This design comes from an exercise in tuning for small area, a short achievable clock period and few clock cycles on the open sky130 flow, not from production work. At most, simulation tests tie the RTL to the original design; equivalence was not proved. Power and IR drop assume default switching activity.

## job 101
==> flow/design.v <==
`timescale 1ns / 10ps
module fast_top_level #(
    parameter X_MAX = 64,
    parameter Y_MAX = 64,
    parameter THRESHOLD = 20
) (
    input logic clk, n_rst,
    input logic [7:0] SRAM_in_gaus,
    input logic new_trans, SRAM_in_fast,
    input logic [$clog2(X_MAX) - 1:0] max_x, max_y,
    output logic write_SRAM_fast, read_SRAM_gaus, read_SRAM_fast, write_SRAM_OUT, done,
    output logic signed [$clog2(X_MAX):0] x_addr_gaus, y_addr_gaus, x_addr_fast, y_addr_fast, x_addr_OUT, y_addr_OUT,
    output logic [23:0] SRAM_OUT_wdata
);
localparam int K    = 9;             
localparam int P    = K + 6;         
localparam int CI   = 3 * P + 1;     
localparam int LEN  = 6 * P + 3;     
localparam int GI   = 2 * P + 2;     
localparam int GLEN = 4 * P + 5;     
localparam int TE   = 3 * P + 3;     
localparam int TW   = 5 * P + 8;     
localparam int EO   = TE % P;        
localparam int WO   = TW % P;
localparam int AW   = $clog2(X_MAX) + 1;
logic [5:0] xlast, xm4;              
logic signed [7:0] hm1;              
logic signed [7:0] hlim;             
logic ntq, busy, fin, finq, rg_q;
logic [6:0] tc;
logic e_on, w_on;
assign xlast = max_x - 6'd1;
assign xm4   = max_x - 6'd4;
assign hm1   = $signed({2'b0, max_y}) - 8'sd1;
assign hlim  = $signed({2'b0, max_y}) - 8'(K);
always_ff @(posedge clk, negedge n_rst) begin
    if (!n_rst) begin
        ntq  <= 1'b0;
        busy <= 1'b0;
        rg_q <= 1'b0;
        e_on <= 1'b0;
        w_on <= 1'b0;
        finq <= 1'b0;
        done <= 1'b0;
        tc   <= '0;
    end else begin
        ntq  <= new_trans;
        finq <= fin;
        if (ntq)      busy <= 1'b1;
        else if (fin) busy <= 1'b0;
        if (ntq)      rg_q <= 1'b1;
        else if (fin) rg_q <= 1'b0;
        if (ntq || fin)               e_on <= 1'b0;
        else if (busy && tc == 7'(TE - 1)) e_on <= 1'b1;
        if (ntq || fin)               w_on <= 1'b0;
        else if (busy && tc == 7'(TW - 1)) w_on <= 1'b1;
        if (new_trans) done <= 1'b0;
        else if (finq) done <= 1'b1;
        if (ntq)                  tc <= '0;
        else if (tc != 7'(TW))    tc <= tc + 7'd1;
    end
end
function automatic logic [31:0] rmask(input integer off, input integer lo1, input integer hi1,
                                      input integer lo2, input integer hi2);
    integer n, r;
    for (int q = 0; q < 32; q++) begin
        n = (q == 31) ? 0 : (q + 1) % P;
        r = (n - off + P) % P;
        rmask[q] = (q < P || q == 31) && ((r >= lo1 && r <= hi1) || (r >= lo2 && r <= hi2));
    end
endfunction
localparam logic [31:0] M_REND = rmask(0,  P - 1, P - 1, P - 1, P - 1);
localparam logic [31:0] M_EEND = rmask(EO, P - 1, P - 1, P - 1, P - 1);
localparam logic [31:0] M_EFST = rmask(EO, 0, 0, 0, 0);
localparam logic [31:0] M_WFST = rmask(WO, 0, 0, 0, 0);
localparam logic [31:0] M_EOWN = rmask(EO, 3, K + 2, 3, K + 2);
localparam logic [31:0] M_ERD  = rmask(EO, 0, 2, P - 1, P - 1);
localparam logic [31:0] M_WEND = rmask(WO, P - 1, P - 1, P - 1, P - 1);
localparam logic [31:0] M_WROW = rmask(WO, 1, K, 1, K);
localparam logic [31:0] M_WRW2 = rmask(WO, K + 1, K + 2, K + 1, K + 2);
localparam logic [31:0] M_WLST = rmask(WO, K + 2, K + 2, K + 2, K + 2);
logic [4:0] rr, rq;
logic r_end, e_end, e_fst, e_own, e_rd, w_end, w_fst, w_row, w_row2, w_lrow;
assign rq = ntq ? 5'd31 : rr;
always_ff @(posedge clk) begin
    rr     <= (ntq || r_end) ? 5'd0 : rr + 5'd1;
    r_end  <= M_REND[rq];
    e_end  <= M_EEND[rq];
    e_fst  <= M_EFST[rq];
    w_fst  <= M_WFST[rq];
    e_own  <= M_EOWN[rq];
    e_rd   <= M_ERD[rq];
    w_end  <= M_WEND[rq];
    w_row  <= M_WROW[rq];
    w_row2 <= M_WRW2[rq];
    w_lrow <= M_WLST[rq];
end
logic [5:0] rx, ex, wx;
logic [6:0] ry0, ey0, wy0;
logic signed [7:0] ry;
logic [3:1] eml, emr, wml, wmr;
stage_pos #(.K(K)) pos_r (.clk(clk), .init(ntq), .adv(busy), .colend(r_end),
                          .xlast(xlast), .xm4(xm4), .x(rx), .y0(ry0), .y(ry), .ml(), .mr());
stage_pos #(.K(K)) pos_e (.clk(clk), .init(ntq), .adv(e_on), .colend(e_end),
                          .xlast(xlast), .xm4(xm4), .x(ex), .y0(ey0), .y(), .ml(eml), .mr(emr));
stage_pos #(.K(K)) pos_w (.clk(clk), .init(ntq), .adv(w_on), .colend(w_end),
                          .xlast(xlast), .xm4(xm4), .x(wx), .y0(wy0), .y(), .ml(wml), .mr(wmr));
assign read_SRAM_gaus = rg_q;
assign x_addr_gaus    = {1'b0, rx};
assign y_addr_gaus    = ry[AW-1:0];
logic [8*LEN-1:0] pl;
always_ff @(posedge clk)
    pl <= {pl[8*LEN-9:0], SRAM_in_gaus};
function automatic integer ptap(input integer dx, input integer dy);
    ptap = CI - (dx * P + dy);
endfunction
logic [7:0] cpn, cm;
logic cp_ok, cm_ok;
always_ff @(posedge clk) begin
    cpn   <= ~(pl[8*(CI-1) +: 8] + 8'(THRESHOLD));
    cp_ok <= pl[8*(CI-1) +: 8] < 8'(256 - THRESHOLD);
    cm    <= pl[8*(CI-1) +: 8] - 8'(THRESHOLD);
    cm_ok <= pl[8*(CI-1) +: 8] >= 8'(THRESHOLD);
end
localparam int NR = 16;
function automatic integer rdx(input integer k);
    case (k)
        0: rdx = 0;   1: rdx = 1;   2: rdx = 2;   3: rdx = 3;
        4: rdx = 3;   5: rdx = 3;   6: rdx = 2;   7: rdx = 1;
        8: rdx = 0;   9: rdx = -1; 10: rdx = -2; 11: rdx = -3;
       12: rdx = -3; 13: rdx = -2; 14: rdx = 0;  default: rdx = -1;
    endcase
endfunction
function automatic integer rdy(input integer k);
    case (k)
        0: rdy = 3;   1: rdy = 3;   2: rdy = 2;   3: rdy = 1;
        4: rdy = 0;   5: rdy = -1;  6: rdy = -2;  7: rdy = -3;
        8: rdy = -3;  9: rdy = -3; 10: rdy = -2; 11: rdy = -1;
       12: rdy = 0;  13: rdy = 2;  14: rdy = 0;  default: rdy = 3;
    endcase
endfunction
function automatic logic ge_c(input logic [7:0] a, input logic [7:0] nb);
    logic cy;
    cy = 1'b1;
    for (int i = 0; i < 8; i++)
        cy = (a[i] & nb[i]) | (a[i] & cy) | (nb[i] & cy);
    ge_c = cy;
endfunction
logic [NR-1:0] sb, sd;               
always_comb begin
    for (int k = 0; k < NR; k++) begin
        if (k == 14) begin
            sb[k] = 1'b0;
            sd[k] = 1'b0;
        end else begin
            sb[k] = cp_ok && ge_c(pl[8*ptap(rdx(k), rdy(k)) +: 8], cpn);
            sd[k] = cm_ok && ge_c(cm, ~pl[8*ptap(rdx(k), rdy(k)) +: 8]);
        end
    end
end
logic [NR-1:0] sbm, sdm;
always_comb begin
    for (int k = 0; k < NR; k++) begin
        if (rdx(k) > 0 && emr[rdx(k)]) begin
            sbm[k] = 1'b0;
            sdm[k] = cm_ok;
        end else if (rdx(k) < 0 && eml[-rdx(k)]) begin
            sbm[k] = 1'b0;
            sdm[k] = cm_ok;
        end else begin
            sbm[k] = sb[k];
            sdm[k] = sd[k];
        end
    end
end
logic [2*NR-1:0] bw, dw;
logic arc;
always_comb begin
    bw = {sbm, sbm};
    dw = {sdm, sdm};
    arc = 1'b0;
    for (int i = 0; i < NR; i++)
        if (&bw[i +: 9] || &dw[i +: 9]) arc = 1'b1;
end
logic signed [7:0] yf_q;
logic corner_e;
assign corner_e = arc && e_own && (yf_q < hm1);
logic wf_q, rf_q;
always_ff @(posedge clk, negedge n_rst) begin
    if (!n_rst) begin
        wf_q <= 1'b0;
        rf_q <= 1'b0;
    end else begin
        wf_q <= e_on && corner_e;
        rf_q <= e_on && e_rd;
    end
end
logic [5:0] xf_q;
always_ff @(posedge clk) begin
    if (e_end) begin
        xf_q <= (ex == xlast) ? 6'd0 : ex + 6'd1;
        yf_q <= (ex == xlast) ? $signed({1'b0, ey0}) + 8'(K - 4) : $signed({1'b0, ey0}) - 8'sd4;
    end else begin
        xf_q <= ex;
        yf_q <= e_fst ? $signed({1'b0, ey0}) - 8'sd3 : yf_q + 8'sd1;
    end
end
assign write_SRAM_fast = wf_q;
assign read_SRAM_fast  = rf_q;
assign x_addr_fast     = {1'b0, xf_q};
assign y_addr_fast     = yf_q[AW-1:0];
logic wf_d, rf_d;
logic [GLEN-1:0] gl;
always_ff @(posedge clk) begin
    wf_d <= wf_q;
    rf_d <= rf_q;
    gl   <= {gl[GLEN-2:0], rf_d ? SRAM_in_fast : wf_d};
end
function automatic integer gtap(input integer dx, input integer dy);
    gtap = GI - (dx * P + dy);
endfunction
function automatic logic gf(input integer dx, input integer dy,
                            input logic [GLEN-1:0] g, input logic [3:1] ml, mr);
    if (dx > 0)      gf = g[gtap(dx, dy)] && !mr[dx];
    else if (dx < 0) gf = g[gtap(dx, dy)] && !ml[-dx];
    else             gf = g[gtap(dx, dy)];
endfunction
logic ring_any, ring_later, w_last, w_lband;
always_comb begin
    ring_later = gf(-2, 1, gl, wml, wmr) | gf(-1, 2, gl, wml, wmr) | gf(0, 2, gl, wml, wmr)
               | gf(1, 2, gl, wml, wmr)  | gf(2, 1, gl, wml, wmr)  | gf(2, 0, gl, wml, wmr);
    ring_any   = ring_later
               | gf(2, -1, gl, wml, wmr) | gf(1, -2, gl, wml, wmr) | gf(0, -2, gl, wml, wmr)
               | gf(-1, -2, gl, wml, wmr) | gf(-2, -1, gl, wml, wmr) | gf(-2, 0, gl, wml, wmr);
end
assign w_lband = $signed({1'b0, wy0}) >= hlim;
assign w_last  = w_lrow && (wx == xlast) && w_lband;
assign fin    = w_on && w_last;
logic wo_q, yel_q;
logic [6:0] ey0_w3;
assign ey0_w3 = wy0 - 7'd3;
logic [5:0] xo_q;
logic [6:0] yo_q;
always_ff @(posedge clk, negedge n_rst) begin
    if (!n_rst) wo_q <= 1'b0;
    else        wo_q <= w_on && (w_row || (w_row2 && w_lband)) && (gl[GI] || ring_any);
end
always_ff @(posedge clk) begin
    xo_q  <= wx;
    yo_q  <= w_fst ? ey0_w3 : yo_q + 7'd1;
    yel_q <= gl[GI] && !ring_later;
end
assign write_SRAM_OUT = wo_q;
assign x_addr_OUT     = {1'b0, xo_q};
assign y_addr_OUT     = yo_q;
assign SRAM_OUT_wdata = {8'hFF, yel_q ? 8'hFF : 8'h20, yel_q ? 8'h00 : 8'h90};
endmodule
module stage_pos #(
    parameter int K = 13
) (
    input  logic clk,
    input  logic init, adv, colend,
    input  logic [5:0] xlast, xm4,           
    output logic [5:0] x,
    output logic [6:0] y0,
    output logic signed [7:0] y,
    output logic [3:1] ml, mr
);
always_ff @(posedge clk) begin
    if (init) begin
        x  <= '0;
        y0 <= '0;
        y  <= -8'sd3;
        ml <= 3'b111;
        mr <= 3'b000;
    end else if (adv) begin
        if (colend) begin
            if (x == xlast) begin
                x  <= '0;
                y0 <= y0 + 7'(K);
                y  <= $signed({1'b0, y0}) + 8'(K - 3);
                ml <= 3'b111;
                mr <= 3'b000;
            end else begin
                x  <= x + 6'd1;
                y  <= $signed({1'b0, y0}) - 8'sd3;
                ml <= {ml[2:1], 1'b0};
                mr <= {mr[3] || (x == xm4), mr[3:2]};
            end
        end else begin
            y <= y + 8'sd1;
        end
    end
end
endmodule
clock: 8.0 ns
lec_check: 0
cap_margin: 20
core_margin: 2
core_utilization: 40
cts_cluster_diameter: 100
cts_cluster_size: 30
place_density: 0.6
slew_margin: 20
standard.sh (not shown) runs the stock make flow with config.mk's settings and CLKGATE_MAP_FILE= SYNTH_SCRIPT=/design/flow/synth_recipe.tcl, a recipe that flattens the netlist after the stock synthesis.
==> flow/flow/run.sh <==
#!/bin/bash
# Standard layout, with timing repair aimed below the clock period (setup
# margin) and plain buffers on the ports. The make output goes to
# standard_finish.log; each ORFS step logs to orfs/logs/.
set -euo pipefail
bash standard.sh SETUP_SLACK_MARGIN=5.4 \
    "BUFFER_PORTS_ARGS=-buffer_cell sky130_fd_sc_hd__buf_2" \
    finish > standard_finish.log 2>&1
Job 101 ended with every stage complete and zero timing, DRC or antenna violations.
What job 102 does differently from job 101 at the input level:
diff --git a/flow/design.v b/flow/design.v
--- a/flow/design.v
+++ b/flow/design.v
@@ -23,16 +23,19 @@
 localparam int EO   = TE % P;        
 localparam int WO   = TW % P;
 localparam int AW   = $clog2(X_MAX) + 1;
+localparam logic [6:0] NEGK  = 7'(128 - K);        
 logic [5:0] xlast, xm4;              
 logic signed [7:0] hm1;              
 logic signed [7:0] hlim;             
 logic ntq, busy, fin, finq, rg_q;
 logic [6:0] tc;
 logic e_on, w_on;
-assign xlast = max_x - 6'd1;
-assign xm4   = max_x - 6'd4;
-assign hm1   = $signed({2'b0, max_y}) - 8'sd1;
-assign hlim  = $signed({2'b0, max_y}) - 8'(K);
+always_ff @(posedge clk) begin
+    xlast <= max_x - 6'd1;
+    xm4   <= max_x - 6'd4;
+    hm1   <= $signed({2'b0, max_y}) - 8'sd1;
+    hlim  <= $signed({2'b0, max_y}) - 8'(K);
+end
 always_ff @(posedge clk, negedge n_rst) begin
     if (!n_rst) begin
         ntq  <= 1'b0;
@@ -99,9 +102,9 @@
 logic [6:0] ry0, ey0, wy0;
 logic signed [7:0] ry;
 logic [3:1] eml, emr, wml, wmr;
-stage_pos #(.K(K)) pos_r (.clk(clk), .init(ntq), .adv(busy), .colend(r_end),
+stage_pos #(.K(K)) pos_r (.clk(clk), .init(ntq), .adv(1'b1), .colend(r_end),
                           .xlast(xlast), .xm4(xm4), .x(rx), .y0(ry0), .y(ry), .ml(), .mr());
-stage_pos #(.K(K)) pos_e (.clk(clk), .init(ntq), .adv(e_on), .colend(e_end),
+stage_pos #(.K(K), .PRE(1)) pos_e (.clk(clk), .init(ntq), .adv(1'b1), .colend(e_end),
                           .xlast(xlast), .xm4(xm4), .x(ex), .y0(ey0), .y(), .ml(eml), .mr(emr));
 stage_pos #(.K(K)) pos_w (.clk(clk), .init(ntq), .adv(w_on), .colend(w_end),
                           .xlast(xlast), .xm4(xm4), .x(wx), .y0(wy0), .y(), .ml(wml), .mr(wmr));
@@ -147,24 +150,35 @@
     ge_c = cy;
 endfunction
 logic [NR-1:0] sb, sd;               
+logic [2:0] p1b, p1d;
+always_ff @(posedge clk) begin
+    p1b <= {p1b[1:0], sb[0]};
+    p1d <= {p1d[1:0], sd[0]};
+end
 always_comb begin
     for (int k = 0; k < NR; k++) begin
         if (k == 14) begin
             sb[k] = 1'b0;
             sd[k] = 1'b0;
+        end else if (k == 8) begin
+            sb[k] = p1d[2];
+            sd[k] = p1b[2];
         end else begin
             sb[k] = cp_ok && ge_c(pl[8*ptap(rdx(k), rdy(k)) +: 8], cpn);
             sd[k] = cm_ok && ge_c(cm, ~pl[8*ptap(rdx(k), rdy(k)) +: 8]);
         end
     end
 end
+function automatic logic cmask(input integer dx, input logic [3:1] ml, mr);
+    logic [3:0] l, r;
+    l = {ml, 1'b0};
+    r = {mr, 1'b0};
+    cmask = (dx > 0) ? r[(dx > 0) ? dx : 0] : l[(dx < 0) ? -dx : 0];
+endfunction
 logic [NR-1:0] sbm, sdm;
 always_comb begin
     for (int k = 0; k < NR; k++) begin
-        if (rdx(k) > 0 && emr[rdx(k)]) begin
-            sbm[k] = 1'b0;
-            sdm[k] = cm_ok;
-        end else if (rdx(k) < 0 && eml[-rdx(k)]) begin
+        if (cmask(rdx(k), eml, emr)) begin
             sbm[k] = 1'b0;
             sdm[k] = cm_ok;
         end else begin
@@ -221,9 +235,7 @@
 endfunction
 function automatic logic gf(input integer dx, input integer dy,
                             input logic [GLEN-1:0] g, input logic [3:1] ml, mr);
-    if (dx > 0)      gf = g[gtap(dx, dy)] && !mr[dx];
-    else if (dx < 0) gf = g[gtap(dx, dy)] && !ml[-dx];
-    else             gf = g[gtap(dx, dy)];
+    gf = g[gtap(dx, dy)] && !cmask(dx, ml, mr);
 endfunction
 logic ring_any, ring_later, w_last, w_lband;
 always_comb begin
@@ -256,7 +268,8 @@
 assign SRAM_OUT_wdata = {8'hFF, yel_q ? 8'hFF : 8'h20, yel_q ? 8'h00 : 8'h90};
 endmodule
 module stage_pos #(
-    parameter int K = 13
+    parameter int K = 13,
+    parameter bit PRE = 0                    
 ) (
     input  logic clk,
     input  logic init, adv, colend,
@@ -268,10 +281,10 @@
 );
 always_ff @(posedge clk) begin
     if (init) begin
-        x  <= '0;
-        y0 <= '0;
+        x  <= PRE ? xm4 : 6'd0;
+        y0 <= PRE ? 7'(128 - K) : 7'd0;
         y  <= -8'sd3;
-        ml <= 3'b111;
+        ml <= PRE ? 3'b000 : 3'b111;
         mr <= 3'b000;
     end else if (adv) begin
         if (colend) begin
Results
- Job 102 gives less relative contribution of combinational cells to total power than job 101 did.
- Compared with job 101, job 102 ends up with a smaller final cell area.
- Job 102 against job 101: final estimated routing congestion in global placement now sits lower; detailed placement HPWL lower; clock-buffer cell count has increased; total standard cell area after synthesis went up; global-route wire length before repair saw a decrease.
- Global-route total usage across every layer for job 102 is lower than for job 101.
- [job 102 vs job 101] final period demand of the worst path: lower in job 102
- Job 102 vs job 101: clock network power share up
- Post-placement cell count: higher on job 101
- For job 102, the beginning of the critical path was pl[369], unlike job 101, where it was max_y[1].
Testbench counts of job 102, summed over its fixed seeds: cycles 107,168.
The RTL of job 101 was laid out without a check of its function.

[port drivers added, routing unchanged]
In the flow no input, the clock included, has a driving cell. The finished layouts below were timed again as built, in two steps.
Step 1 assumes that a clkbuf_16 drives the clock port and a buf_2 every other input.
Step 2 adds t to the input delays and takes it off the output delays; t is the mean of the earliest and latest rising clock arrival at the registers after step 1. Input paths then give back, and output paths get back, about the clock's delay inside the block.
Slacks: ideal / step 1 / step 2; pairs: ideal / step 1.
run | t (ns) | slack for setup (ns) | cell pins on the clock port's net
job 101 | 0.657 | 4.309 / 4.329 / 3.672 | 1
job 102 | 0.649 | 5.059 / 5.059 / 5.059 | 1
After both steps every run listed still meets setup and hold. The setup slack of job 101, which loses most, moves by +0.020 ns with the drivers and by -0.637 ns with both steps.
